This is an optimization exercise on Yosys and OpenROAD, whose aim is small area and a short achievable clock period, not a production implementation.
In this exercise RTL edits were held to simulation tests only and were not proved equivalent to the original.

==> flow/design.v (outline; a module is shown in full before it is edited, if it fits) <==
// module pipeline: 902 lines
// module add_bk: 121 lines
// module add_sk: 167 lines
module pipeline (
  input  CLK,
  input  [31:0]counter_in,
  input  [127:0]target_hash,
  input  reset,
  output reg found,
  output reg [31:0]found_word
);
  // ...
==> flow/flow/run.sh <==
#!/bin/bash
# Layout flow: the standard ORFS flow, with Yosys's full/half-adder
# extraction turned off (the RTL already spells out its adders as prefix
# networks), larger clock-tree sink clusters without dummy loads, and more
# antenna-repair rounds after detailed routing.
set -euo pipefail
bash standard.sh ADDER_MAP_FILE= MAX_REPAIR_ANTENNAS_ITER_DRT=10 \
  "CTS_ARGS=-sink_clustering_enable -repair_clock_nets -dont_use_dummy_load -sink_clustering_size 24 -sink_clustering_max_diameter 80" \
  finish > standard.log 2>&1
==> flow/standard.sh <==
#!/bin/bash
# synth_recipe.tcl (not shown) runs the flow's synth.tcl, then flattens the netlist and writes it again
# the make line also repeats each setting of config.mk as NAME=value (left out here)
make -C /OpenROAD-flow-scripts/flow DESIGN_CONFIG=/design/flow/config.mk WORK_HOME=/design/flow/orfs CLKGATE_MAP_FILE= SYNTH_SCRIPT=/design/flow/synth_recipe.tcl "${@:-finish}"
==> flow/config.mk <==
export PLATFORM = sky130hd
export DESIGN_NAME = pipeline
export DESIGN_NICKNAME = pipeline
export VERILOG_FILES = /design/flow/design.v
export SDC_FILE = /design/flow/constraint.sdc
export NUM_CORES = 8
export LEC_CHECK = 0
export ABC_AREA = 1
export CAP_MARGIN = 20
export CORE_MARGIN = 2
export CORE_UTILIZATION = 55
export SETUP_SLACK_MARGIN = 4.0
export SLEW_MARGIN = 20
==> flow/constraint.sdc <==
create_clock -name core_clock -period 7.5 [get_ports {CLK}]
set_input_delay 1.5000 -clock core_clock [delete_from_list [all_inputs] [get_ports {CLK}]]
set_output_delay 1.5000 -clock core_clock [all_outputs]
set_load 0.01 [all_outputs]
==> impl_results.md, run 1 <==
- Syn Nets: 52230
- Seq_cells: around 7400
- Top cells by count, synth: nand2_1 (19000), inv_1 (7335), dfxtp_1 (7179)
- Utilization after layout: 0.6373
- Clock network contribution to total cell area: 0.02623
- Commonest non-fill, non-tap cell in the layout: nand2_1
- Final Non-Filler Cells: between 60000 and 70000
- Area growth syn-to-layout: 15.45%
- Crit-path leading delay family: simple AND/OR/NAND/NOR gates
- Mapped Area: 353700 µm²
- Non-Clock Buffer Area Fraction: 0.02621
- Synth top area share: 0.4063
- Fraction of area in multi-input gates: 0.4789
- CTS HTree Levels: 5
- CTS hold repair buffers: 0
- Reg clk slew, reported paths: 0.09 ns
- R2R Setup Slk: 3.84 ns
- Hold Crit Depth: 0
- Tap cells: 8584
- Die width: around 810 µm
- Final count of pins violating max slew: 0
- Clk root buf: clkbuf_16
- Reg2reg path depth: 21
- Overall routed net length: 1310 mm
- Top class by area: multi-input gates
- Post-synthesis register bit count: 7371
- Initial Utilization: 0.5520
- GRT Total Usage: 0.3701
- # resized after CTS: 1476
- Layout cells sized above 1: 0.1631
- Routed vias: between 300k and 400k
- Vias in the first global route: 303800
- Initial antenna violation count: approximately 100
- Tcrit/Tclk final: 0.4880
- GRT Residual Overflow: 0
- Netlist cell types: 90
- DRT iter0 DRCs: around 33000
- Worst-margin pin slew: 1.080 ns
- Status: finished clean
- Seq/Total Area, Yosys: 0.4226
- Final setup violation count: 0
- Synth Flop Type: dfxtp_1
==> run 2: changes to the inputs <==
--- a/flow/config.mk
+++ b/flow/config.mk
@@ -11,2 +11,3 @@
 export CORE_UTILIZATION = 55
+export PLACE_DENSITY = 0.68
 export SETUP_SLACK_MARGIN = 4.0
==> run 2 against run 1 <==
Compared with the run above: via count rose by 0.41%; cell area rose by 0.83%; global-route usage rose by 0.94 points; sequential share of layout area fell by 0.22 points; synthesized cell count did not move; critical endpoint is now b_22[20]; routed wire length rose by 2.0%; critical path depth rose by 2; non-clock buffer count rose by 69.
==> impl_results.md, run 2 <==
- Most common cell in the netlist: nand2_1 (unchanged)
- Clk root buf: clkbuf_16 (unchanged)
- # rows: 294 (unchanged)
- Critical path endpoint category: register (unchanged)
- WS Path Type: register to register (unchanged)
- Clock sinks: 7371 (unchanged)
- CTS HTree Levels: 5 (unchanged)
- Synth async-reset ratio: 0 (unchanged)
- Dpl hpwl: 1065 mm (was 1039 mm)
- Simple-gate share of the synthesized area: 0.3555 (unchanged)
- Largest net degree at the start of global routing: 131 (was 80)
- First drt pass iteration count: 9 (unchanged)
- Port Buf Inserts: 194 (unchanged)
- Vias in the first global route: 303800 (about the same)
- Pre-CTS setup slack: 3.052 ns (was 2.832 ns)
- Syn Nets: 52230 (unchanged)
- Overall routed net length: 1336 mm (was 1310 mm)
- Area growth syn-to-layout: 16.40% (was 15.45%)
- Worst-path fanout max: 8 (was 7)
- Worst hold path startpoint: w_10[26] (was w_08[21])
- R2R Setup Slk: 3.90 ns (was 3.84 ns)
- RR Startpoint: c_21[14] (was b_18[5])
- Total CTS buffers: 425 (was 428)
- Final Non-Filler Cells: 62430 (was 62330)
- RSZ-0062 raised after global routing: true (unchanged)
- Element type at the critical path start: register (unchanged)
- Xor-xnor portion of the synthesized cell area: 0.06600 (unchanged)
- Dominant cells by area after synthesis: dfxtp_1 (41%), nand2_1 (20%), inv_1 (7.8%), nand3_1 (5.5%), xor2_1 (4.6%) (unchanged)
- Worst path required time: 8.42 ns (was 8.55 ns)
- Mapped Area: 353700 µm² (unchanged)
- Slew headroom: 0.1536 (was 0.2789)
- Syn. warnings: 1 (unchanged)
- Synth Area in Compound Gates: 0.07206 (unchanged)
- Top cells by count, synth: nand2_1 (19000), inv_1 (7335), dfxtp_1 (7179) (unchanged)
- Fin nets: 53900 (was 53840)
- Post-synthesis register bit count: 7371 (unchanged)
- Post-DRT Antenna Nets: 0 (unchanged)
- CP cell instances: o21ai_2 -> nand2_1 -> nand2_2 -> inv_1 -> nand2_2 -> o21ai_2 -> a21oi_4 -> buf_12 -> nand2_8 -> nand3_1 -> nand3b_1 -> nand2_2 -> nor2_1 -> inv_1 -> nand2_1 -> nor2_2 -> nand2_1 -> nor2_4 -> nand2_8 -> nand2_8 -> nand2_1 -> nand3b_1 -> nand2_1 (was inv_1 -> nand2_1 -> o21ai_2 -> or2_2 -> nand2_2 -> o21ai_1 -> a21oi_2 -> nand2_4 -> nand3_1 -> nand2_1 -> xor2_2 -> or2_2 -> nand2_1 -> nand2_1 -> o21ai_0 -> inv_1 -> nand2_1 -> a21oi_2 -> nand2_1 -> nand2_1 -> nand2_1)
- Slowest stage delay, CP: 0.40 ns (was 0.54 ns)
- Total Neg Setup Slack: 0 ns (unchanged)
- Final-layout worst hold slack: 0.2474 ns (was 0.2812 ns)
- Main combinational cell family by area after synthesis: simple AND/OR/NAND/NOR gates (unchanged)
- Layout cells sized above 1: 0.1733 (was 0.1631)
- Die width: 806.0 µm (unchanged)
- Synth Instances: 52060 (unchanged)
- Max Fclk: 277.7 MHz (was 273.2 MHz)
- Minimum clock period after layout: 3.601 ns (was 3.660 ns)
- Final setup violation count: 0 (unchanged)
- DRT iter0 DRCs: 33980 (was 32600)
- Status: finished clean (unchanged)
- Initial Utilization: 0.5520 (unchanged)
- CORE AREA: 640800 µm² (unchanged)
- Synth Flop Type: dfxtp_1 (unchanged)
- Vias per Instance: 5.446 (was 5.433)
- Die height: 806.0 µm (unchanged)
- Mux share of post-synthesis cell area: 0.0009727 (unchanged)
- Adder-cell share of the synthesized area: 0.00002830 (unchanged)
- Tcrit/Tclk final: 0.4802 (was 0.4880)
- Routed vias: 340000 (was 338600)
- Ports: 195 (unchanged)
- CP Data Arrival Time: 4.52 ns (was 4.71 ns)
- Die ar.: 649600 µm² (unchanged)
- Seq/Total Area, Yosys: 0.4226 (unchanged)
- Netlist cell types: 90 (unchanged)
- CP max stage cell: o21ai_2 (was o21ai_0)
- Post-route DRC: 0 (unchanged)
- Yosys top cell by area: dfxtp_1 (unchanged)
- RD Place Congestion: 1.075 (was 1.041)
- Worst Setup SP: c_21[14] (was b_18[5])
- GRT Residual Overflow: 0 (unchanged)
- Max-cap violations: 0 (unchanged)
- Final count of pins violating max slew: 0 (unchanged)
- Clk_skew: 0.1055 ns (was 0.1194 ns)
- Clock Path Buffers: 4 (unchanged)
- Worst-margin pin slew: 1.268 ns (was 1.080 ns)
- Hold Fails Final Rpt: 0 (unchanged)
- Avg Inst Size Synth: 6.794 µm² (unchanged)
- TritonCTS clock tree: yes (unchanged)
- Most used cell, CP: nand2_1 (unchanged)
- Commonest cells after routing, fill and taps aside: nand2_1 (17330), inv_1 (7089), dfxtp_1 (5637), nand3_1 (3532), nor2_1 (3397) (was nand2_1 (17550), inv_1 (7127), dfxtp_1 (5710), nand3_1 (3566), nor2_1 (3458))
- Post-synth EDFFs: 192 (unchanged)
- FILL cells: 56460 (was 56520)
- Final setup margin: 3.899 ns (was 3.840 ns)
- Initial antenna violation count: 115 (was 102)
- Wire length of the first global-routing pass: 1860 mm (was 1823 mm)
- Synth top area share: 0.4063 (unchanged)
- DP Cell Count: 60720 (about the same)
- Avg WL per Cell: 21.40 µm (was 21.01 µm)
- GRT Total Usage: 0.3795 (was 0.3701)
- Clk latency of the worst-skew pair: 1.16 ns (about the same)
- Reg clk slew, reported paths: 0.09 ns (about the same)
- Commonest non-fill, non-tap cell in the layout: nand2_1 (unchanged)
- Type of the worst min-delay path: register to register (unchanged)
[run 2: cells by family after synthesis]
group	Yosys count
buffers and inverters	7627
XOR/XNOR	2638
adder cells (fa/ha/maj)	1
flip-flops	7371
AO/OA/AOI/OAI	4386
AND/OR/NAND/NOR	30010
multiplexers	34
[run 2: layout make-up]
class	count	area [µm²]	share of cell area
timing repair inverter	3	33.78	0.00008205
sequential	7371	152600	0.3705
antenna	108	270.3	0.0006564
inverter	7487	28260	0.06863
tap	8584	10740	0.02608
clock buffer	425	10640	0.02583
multi-input combinational	37140	197700	0.4802
timing repair buffer	1314	11510	0.02796
[run 2: final timing paths]
kind	to	cells after the start
max	b_22[20]	23
min	w_11[26]	0
max reg2reg	b_22[20]	23
min reg2reg	w_11[26]	0
[run 2: timing repair]
item | in CTS | in global routing
hold buffers | 0 | 0
cloned | 27 | 54
gates resized for setup | 1834 | 6463
setup endpoints to repair | 1269 | 1378
pin swaps | 185 | 1244
setup buffers | 174 | 924
[run 2: routing by layer]
layer / vias up / GRT usage / part of all wire
li1: 163800 / - / -
met1: 156400 / 0.4674 / 0.38
met2: 15590 / 0.6093 / 0.44
met3: 4225 / 0.06670 / 0.089
met4: 40 / 0.2553 / 0.085
met5: - / 0 / 0.00019
[run 2: critical path: cells and delay by family (launching register included)]
kind | cells | cell delay (ns)
buf+inv | 3 | 0.29
flops | 1 | 0.36
simple gates | 17 | 2.01
compound gates | 3 | 0.72
[run 2: stage by stage]
stage                 util  instance area [µm²]
floorplan                -               353800
finish              0.6425               411700
CTS                 0.5983               383400
global route        0.6424               411600
global placement    0.5703               365400
detailed placement  0.5703               365400
==> run 3: changes to the inputs <==
--- a/flow/config.mk
+++ b/flow/config.mk
@@ -11,4 +11,3 @@
 export CORE_UTILIZATION = 55
-export PLACE_DENSITY = 0.68
-export SETUP_SLACK_MARGIN = 4.0
+export SETUP_SLACK_MARGIN = 3.6
 export SLEW_MARGIN = 20
==> run 3 against run 2 <==
Compared with the run above: still clean; global-route usage down 1.8 points; critical path type unchanged; die area unchanged; worst setup slack worse by 0.26 ns; sequential cell count is the same; core utilization down 4.5 points; synthesized area did not move; clock skew increased by 0.051 ns; final cell count decreased by 1.6%; synthesized cell count unchanged.
==> impl_results.md, run 3 <==
- Synth Instances: 52060 (unchanged)
- Post-DRT Antenna Nets: 0 (unchanged)
- Most common cell in the netlist: nand2_1 (unchanged)
- First drt pass iteration count: 14 (was 9)
- Mapped Area: 353700 µm² (unchanged)
- WS Path Type: register to register (unchanged)
- Seq/Total Area, Yosys: 0.4226 (unchanged)
- Wire length of the first global-routing pass: 1777 mm (was 1860 mm)
- Max-cap violations: 0 (unchanged)
- Die width: 806.0 µm (unchanged)
- Synth async-reset ratio: 0 (unchanged)
- Crit path buffers/inverters: 0 (was 3)
- Total Neg Setup Slack: 0 ns (unchanged)
- Overall routed net length: 1245 mm (was 1336 mm)
- Clk_skew: 0.1565 ns (was 0.1055 ns)
- Avg WL per Cell: 20.27 µm (was 21.40 µm)
- Worst path required time: 8.44 ns (was 8.42 ns)
- TritonCTS clock tree: yes (unchanged)
- Element type at the critical path start: register (unchanged)
- RSZ-0062 raised after global routing: true (unchanged)
- Area growth syn-to-layout: 8.220% (was 16.40%)
- Slew headroom: 0.2632 (was 0.1536)
- Reg clk slew, reported paths: 0.10 ns (was 0.09 ns)
- Critical path endpoint category: register (unchanged)
- Die height: 806.0 µm (unchanged)
- Initial antenna violation count: 110 (was 115)
- Clock sinks: 7371 (unchanged)
- Routed vias: 327900 (was 340000)
- Clock Path Buffers: 4 (unchanged)
- Netlist cell types: 90 (unchanged)
- Syn. warnings: 1 (unchanged)
- GRT Total Usage: 0.3613 (was 0.3795)
- Post-synth EDFFs: 192 (unchanged)
- Crit-path leading delay family: simple AND/OR/NAND/NOR gates (unchanged)
- Initial Utilization: 0.5520 (unchanged)
- Final count of pins violating max slew: 0 (unchanged)
- Dpl hpwl: 1029 mm (was 1065 mm)
- Clk root buf: clkbuf_16 (unchanged)
- Synth top area share: 0.4063 (unchanged)
- Worst-path fanout max: 16 (was 8)
- CTS hold repair buffers: 0 (unchanged)
- DRT iter0 DRCs: 31430 (was 33980)
- Commonest non-fill, non-tap cell in the layout: nand2_1 (unchanged)
- Fin nets: 52920 (was 53900)
- Layout cells sized above 1: 0.06860 (was 0.1733)
- Type of the worst min-delay path: register to register (unchanged)
- Total CTS buffers: 430 (was 425)
- Status: finished clean (unchanged)
- Slowest stage delay, CP: 0.47 ns (was 0.40 ns)
- Hold Fails Final Rpt: 0 (unchanged)
- Synth Flop Type: dfxtp_1 (unchanged)
- Utilization after layout: 0.5974 (was 0.6425)
- Largest net degree at the start of global routing: 67 (was 131)
- Clk latency of the worst-skew pair: 1.16 ns (about the same)
- Yosys top cell by area: dfxtp_1 (unchanged)
- CORE AREA: 640800 µm² (unchanged)
- Final-layout worst hold slack: 0.2701 ns (was 0.2474 ns)
- Die ar.: 649600 µm² (unchanged)
- Top cells by count, synth: nand2_1 (19000), inv_1 (7335), dfxtp_1 (7179) (unchanged)
- Port Buf Inserts: 194 (unchanged)
- CP cell instances: nor2_1 -> o21ai_0 -> nand3_1 -> nand2_1 -> nor2_1 -> nand2_1 -> nand2_2 -> a21oi_4 -> nand2_4 -> nand2_1 -> nand2_1 -> nand2_1 -> nand3_1 -> o21ai_2 -> nand2_1 -> nand2_2 -> nand2_1 -> nand2_4 -> nand2_2 -> nand2_8 -> nand2_1 -> nand3_1 -> nand2_1 (was o21ai_2 -> nand2_1 -> nand2_2 -> inv_1 -> nand2_2 -> o21ai_2 -> a21oi_4 -> buf_12 -> nand2_8 -> nand3_1 -> nand3b_1 -> nand2_2 -> nor2_1 -> inv_1 -> nand2_1 -> nor2_2 -> nand2_1 -> nor2_4 -> nand2_8 -> nand2_8 -> nand2_1 -> nand3b_1 -> nand2_1)
- Vias per Instance: 5.339 (was 5.446)
- CP Data Arrival Time: 4.80 ns (was 4.52 ns)
- Commonest cells after routing, fill and taps aside: nand2_1 (18790), inv_1 (7310), dfxtp_1 (6780), nor2_1 (4110), nand3_1 (3845) (was nand2_1 (17330), inv_1 (7089), dfxtp_1 (5637), nand3_1 (3532), nor2_1 (3397))
- CTS HTree Levels: 5 (unchanged)
- Final setup violation count: 0 (unchanged)
- Most used cell, CP: nand2_1 (unchanged)
- Tcrit/Tclk final: 0.5145 (was 0.4802)
- Minimum clock period after layout: 3.859 ns (was 3.601 ns)
- Syn Nets: 52230 (unchanged)
- Avg Inst Size Synth: 6.794 µm² (unchanged)
- GRT Residual Overflow: 0 (unchanged)
- Post-synthesis register bit count: 7371 (unchanged)
- Ports: 195 (unchanged)
- CP max stage cell: dfxtp_2 (was o21ai_2)
- # rows: 294 (unchanged)
- Vias in the first global route: 295500 (was 303800)
- Worst-margin pin slew: 1.097 ns (was 1.268 ns)
- Dominant cells by area after synthesis: dfxtp_1 (41%), nand2_1 (20%), inv_1 (7.8%), nand3_1 (5.5%), xor2_1 (4.6%) (unchanged)
- Post-route DRC: 0 (unchanged)
- RD Place Congestion: 1.048 (was 1.075)
- Max Fclk: 259.1 MHz (was 277.7 MHz)
## run 3: changes by cell type in the layout (fill, tap and decap cells not counted), sizes merged
cell	before	now
buf	1117	183
nand2	19603	19550
diode	108	69
clkdlybuf4s50	169	194
dlygate4sd2	24	0
clkinvlp	15	4
inv	7465	7471
clkbuf	428	432
clkinv	10	12
clkdlybuf4s15	1	0
nand3	3992	3991
## run 3: logic make-up (layout without fill, tap and decap cells)
| family | after synthesis | count (layout) | share of synthesized area |
|---|---|---|---|
| AOI/OAI and AO/OA | 4386 | 4386 | 0.07206 |
| xor gates and xnor gates | 2638 | 2638 | 0.06600 |
| adders and majority gates | 1 | 1 | 0.00002830 |
| buffers and inverters | 7627 | 8296 | 0.08285 |
| DFF | 7371 | 7371 | 0.4226 |
| muxes | 34 | 34 | 0.0009727 |
| other | 0 | 69 | 0 |
| and+or+nand+nor | 30010 | 30030 | 0.3555 |
## run 3: per-stage QoR
stage,setup slack (ns),cell area [µm²],instances
3_5_place_dp,2.977,365400,60730
2_1_floorplan,3.770,353700,52060
5_1_grt,3.452,382700,61370
4_1_cts,3.550,376800,61170
3_3_place_gp,2.924,365400,60730
6_report,3.641,382800,61410
## run 3: final cells by class
cell class	instances	area, µm²
inverters	7487	28140
fillers	59470	258000
well taps	8584	10740
clock buffers	430	10760
multi-input cells	37090	179400
repair buffers	379	3571
diodes	69	172.7
flip-flops and latches	7371	150000
## run 3: repair_timing
action,4_1_cts,5_1_grt
setup buffers,11,147
setup endpoints to repair,476,1094
gates cloned,0,22
pin swaps,7,119
gates resized for setup,163,1383
## run 3: path summary, 6_finish.rpt
kind,start,slack [ns],to,cells after the start
max,b_40[10],3.64,b_41[18],23
min,c_38[6],0.27,d_39[6],0
max reg2reg,b_40[10],3.64,b_41[18],23
min reg2reg,c_38[6],0.27,d_39[6],0
## run 3: worst register-to-register path, stage by stage, from the launching register on
cell	delay [ns]
dfxtp_2	0.47
nor2_1	0.09
o21ai_0	0.22
nand3_1	0.12
nand2_1	0.22
nor2_1	0.11
nand2_1	0.08
nand2_2	0.11
a21oi_4	0.31
nand2_4	0.15
nand2_1	0.12
nand2_1	0.06
nand2_1	0.19
nand3_1	0.16
o21ai_2	0.23
nand2_1	0.09
nand2_2	0.11
nand2_1	0.10
nand2_4	0.15
nand2_2	0.11
nand2_8	0.16
nand2_1	0.13
nand3_1	0.09
nand2_1	0.09
## run 3: per-layer routing
metal | vias to the layer above | routed length, µm | GRT usage
met1 | 149500 | 499300 | 0.4539
met2 | 13380 | 548100 | 0.5828
met5 | - | 258 | 0
met4 | 36 | 90560 | 0.2184
met3 | 3373 | 106600 | 0.06076
li1 | 161600 | - | -
==> run 4: changes to the inputs <==
--- a/flow/config.mk
+++ b/flow/config.mk
@@ -11,3 +11,3 @@
 export CORE_UTILIZATION = 55
-export SETUP_SLACK_MARGIN = 3.6
+export SETUP_SLACK_MARGIN = 3.2
 export SLEW_MARGIN = 20
==> run 4 against run 3 <==
Compared with the run above: critical path depth down 3; sequential cell count unchanged; maximum frequency down 8.0%; routed wire length down 0.18%.
==> impl_results.md, run 4 <==
- First drt pass iteration count: 14 (unchanged)
- R2R Setup Slk: 3.31 ns (was 3.64 ns)
- Max-cap violations: 0 (unchanged)
- Wire length of the first global-routing pass: 1804 mm (was 1777 mm)
- Avg WL per Cell: 20.29 µm (was 20.27 µm)
- RSZ-0062 raised after global routing: false (was true)
- Post-route DRC: 0 (unchanged)
- Dpl hpwl: 1038 mm (was 1029 mm)
- Initial Utilization: 0.5520 (unchanged)
- WS Path Type: register to register (unchanged)
- Yosys top cell by area: dfxtp_1 (unchanged)
- Minimum clock period after layout: 4.194 ns (was 3.859 ns)
- Dominant cells by area after synthesis: dfxtp_1 (41%), nand2_1 (20%), inv_1 (7.8%), nand3_1 (5.5%), xor2_1 (4.6%) (unchanged)
- Initial antenna violation count: 89 (was 110)
- Routed vias: 326300 (was 327900)
- CORE AREA: 640800 µm² (unchanged)
- Die height: 806.0 µm (unchanged)
- Fin nets: 52740 (was 52920)
- Seq/Total Area, Yosys: 0.4226 (unchanged)
- RD Place Congestion: 1.028 (was 1.048)
- Worst hold path startpoint: w_32[28] (was c_38[6])
- Post-DRT Antenna Nets: 0 (unchanged)
- Final setup margin: 3.306 ns (was 3.641 ns)
- Most common cell in the netlist: nand2_1 (unchanged)
- TritonCTS clock tree: yes (unchanged)
- Port Buf Inserts: 194 (unchanged)
- DP Cell Count: 60720 (was 60730)
- Die width: 806.0 µm (unchanged)
- Synth async-reset ratio: 0 (unchanged)
- Max Fclk: 238.5 MHz (was 259.1 MHz)
- Reg clk slew, reported paths: 0.09 ns (was 0.10 ns)
- Final count of pins violating max slew: 0 (unchanged)
- Die ar.: 649600 µm² (unchanged)
- Netlist cell types: 90 (unchanged)
- Vias in the first global route: 300100 (was 295500)
- CTS HTree Levels: 5 (unchanged)
- Hold Crit Depth: 0 (unchanged)
- Worst-margin pin slew: 1.181 ns (was 1.097 ns)
- Worst-path fanout max: 6 (was 16)
- DRT iter0 DRCs: 29890 (was 31430)
- Clk root buf: clkbuf_16 (unchanged)
- Utilization after layout: 0.5885 (was 0.5974)
- Final setup violation count: 0 (unchanged)
- Vias per Instance: 5.327 (was 5.339)
- Area after DPL: 365400 µm² (about the same)
- Synth top area share: 0.4063 (unchanged)
- Total CTS buffers: 424 (was 430)
- CP Data Arrival Time: 5.13 ns (was 4.80 ns)
- Layout cells sized above 1: 0.04751 (was 0.06860)
- GRT Residual Overflow: 0 (unchanged)
- # rows: 294 (unchanged)
- RR Startpoint: b_41[1] (was b_40[10])
- Synth Instances: 52060 (unchanged)
- Top cells by count, synth: nand2_1 (19000), inv_1 (7335), dfxtp_1 (7179) (unchanged)
- Final Non-Filler Cells: 61250 (was 61410)
- Post-synthesis register bit count: 7371 (unchanged)
- Critical path endpoint category: register (unchanged)
- Element type at the critical path start: register (unchanged)
- Overall routed net length: 1243 mm (was 1245 mm)
- Syn. warnings: 1 (unchanged)
- Worst Hold Path EP: w_33[28] (was d_39[6])
- Reg2reg path depth: 20 (was 23)
- Slew headroom: 0.1924 (was 0.2632)
- CTS hold repair buffers: 0 (unchanged)
- Commonest non-fill, non-tap cell in the layout: nand2_1 (unchanged)
- GRT Total Usage: 0.3661 (was 0.3613)
- Type of the worst min-delay path: register to register (unchanged)
- Post-synth EDFFs: 192 (unchanged)
- Final-layout worst hold slack: 0.2629 ns (was 0.2701 ns)
- Mapped Area: 353700 µm² (unchanged)
- Clock sinks: 7371 (unchanged)
- Pre-CTS setup slack: 2.630 ns (was 2.977 ns)
- Status: finished clean (unchanged)
- Clk latency of the worst-skew pair: 1.17 ns (was 1.16 ns)
- Hold Fails Final Rpt: 0 (unchanged)
- Fin area: 377100 µm² (was 382800 µm²)
- Tcrit/Tclk final: 0.5592 (was 0.5145)
- Commonest cells after routing, fill and taps aside: nand2_1 (18980), inv_1 (7333), dfxtp_1 (7127), nor2_1 (4225), nand3_1 (3897) (was nand2_1 (18790), inv_1 (7310), dfxtp_1 (6780), nor2_1 (4110), nand3_1 (3845))
- Reg2reg end: b_42[28] (was b_41[18])
- Worst path required time: 8.44 ns (about the same)
- Total Neg Setup Slack: 0 ns (unchanged)
- Avg Inst Size Synth: 6.794 µm² (unchanged)
- Syn Nets: 52230 (unchanged)
- Clk_skew: 0.1365 ns (was 0.1565 ns)
- Area growth syn-to-layout: 6.605% (was 8.220%)
- Ports: 195 (unchanged)
- Clock Path Buffers: 4 (unchanged)
- Synth Flop Type: dfxtp_1 (unchanged)
- Largest net degree at the start of global routing: 72 (was 67)
run 4: worst max-delay path by stage:
stage	startpoint	endpoint	slack (ns)
6_report	b_41[1]	b_42[28]	3.31
3_5_place_dp	step[4]	q3[31]	2.63
5_1_grt	b_39[3]	b_40[17]	3.18
2_1_floorplan	step[2]	t21[0]	3.57
3_3_place_gp	step[4]	q3[27]	2.47
4_1_cts	step[4]	q3[27]	3.20
run 4: layout make-up:
| cell class | count | area, µm² |
|---|---|---|
| multi-input combinational | 37070 | 175600 |
| antenna | 84 | 210.2 |
| inverter | 7487 | 28130 |
| sequential | 7371 | 149600 |
| clock buffer | 424 | 10610 |
| fill | 59830 | 263700 |
| timing repair buffer | 231 | 2240 |
| tap | 8584 | 10740 |
run 4: worst max-delay path: stages (launching register included):
cell and delay (ns):
dfxtp_1 0.39, inv_1 0.08, nand2_1 0.09, nand2_1 0.06
nand2_1 0.08, a21oi_1 0.10, inv_1 0.07, nand2_1 0.06
xnor2_1 0.42, inv_1 0.13, or2_2 0.31, nand2_1 0.11
nand2_1 0.09, a31oi_1 0.54, nor2_1 0.10, nor2_1 0.50
inv_1 0.23, a21oi_1 0.30, nand2_1 0.13, nand2_1 0.11
nand2_1 0.13
run 4: cell families after synthesis:
logic type,share of synthesized area
AO/OA/AOI/OAI,0.07206
XOR/XNOR,0.06600
adder cells (fa/ha/maj),0.00002830
buffers and inverters,0.08285
flip-flops,0.4226
multiplexers,0.0009727
AND/OR/NAND/NOR,0.3555
run 4: repair_timing:
item | 4_1_cts | 5_1_grt
gates resized for setup | 18 | 209
endpoints found under the setup margin | 32 | 508
gates cloned | 1 | 0
pin swaps | 3 | 13
setup buffers | 3 | 14
run 4: metal layers:
metal,up-vias,global-route usage,wire [µm]
li1,161300,-,-
met1,148200,0.4377,482200
met2,13080,0.6114,565400
met3,3672,0.05033,90410
met4,32,0.2525,104300
met5,-,0,215

[port drivers added, routing unchanged]
The flow's constraints put no driver on any port. The routed layouts listed below were extracted and timed again, unchanged, in two steps. Step 1 sets driving cells, clkbuf_16 on the clock port and buf_2 on the other inputs (assumed; they add their load-dependent delay and slew). Step 2, shift: input delay + t, output delay - t, t = (earliest + latest rising clock arrival at the registers) / 2. This alone moves slack from input paths to output paths. Slacks: ideal ports / drivers / drivers and shift; pairs: ideal ports / drivers.
run | t, ns | setup WS [ns] | hold slack, ns | worst setup path after step 2 | worst register clock-pin slew, ns
run 1 | 1.259 | 3.840 / 3.840 / 3.607 | 0.281 / 0.281 / 0.281 | input to register | 0.10 / 0.10
run 2 | 1.250 | 3.899 / 3.899 / 3.576 | 0.247 / 0.247 / 0.247 | input to register | 0.10 / 0.10
run 3 | 1.235 | 3.641 / 3.641 / 3.577 | 0.270 / 0.270 / 0.270 | input to register | 0.10 / 0.10
run 4 | 1.246 | 3.306 / 3.306 / 3.306 | 0.263 / 0.263 / 0.263 | register to register | 0.11 / 0.11
After both steps every run listed still meets setup and hold. The setup slack of run 2, which loses most, moves by 0.000 ns with the drivers and by -0.323 ns with both steps.
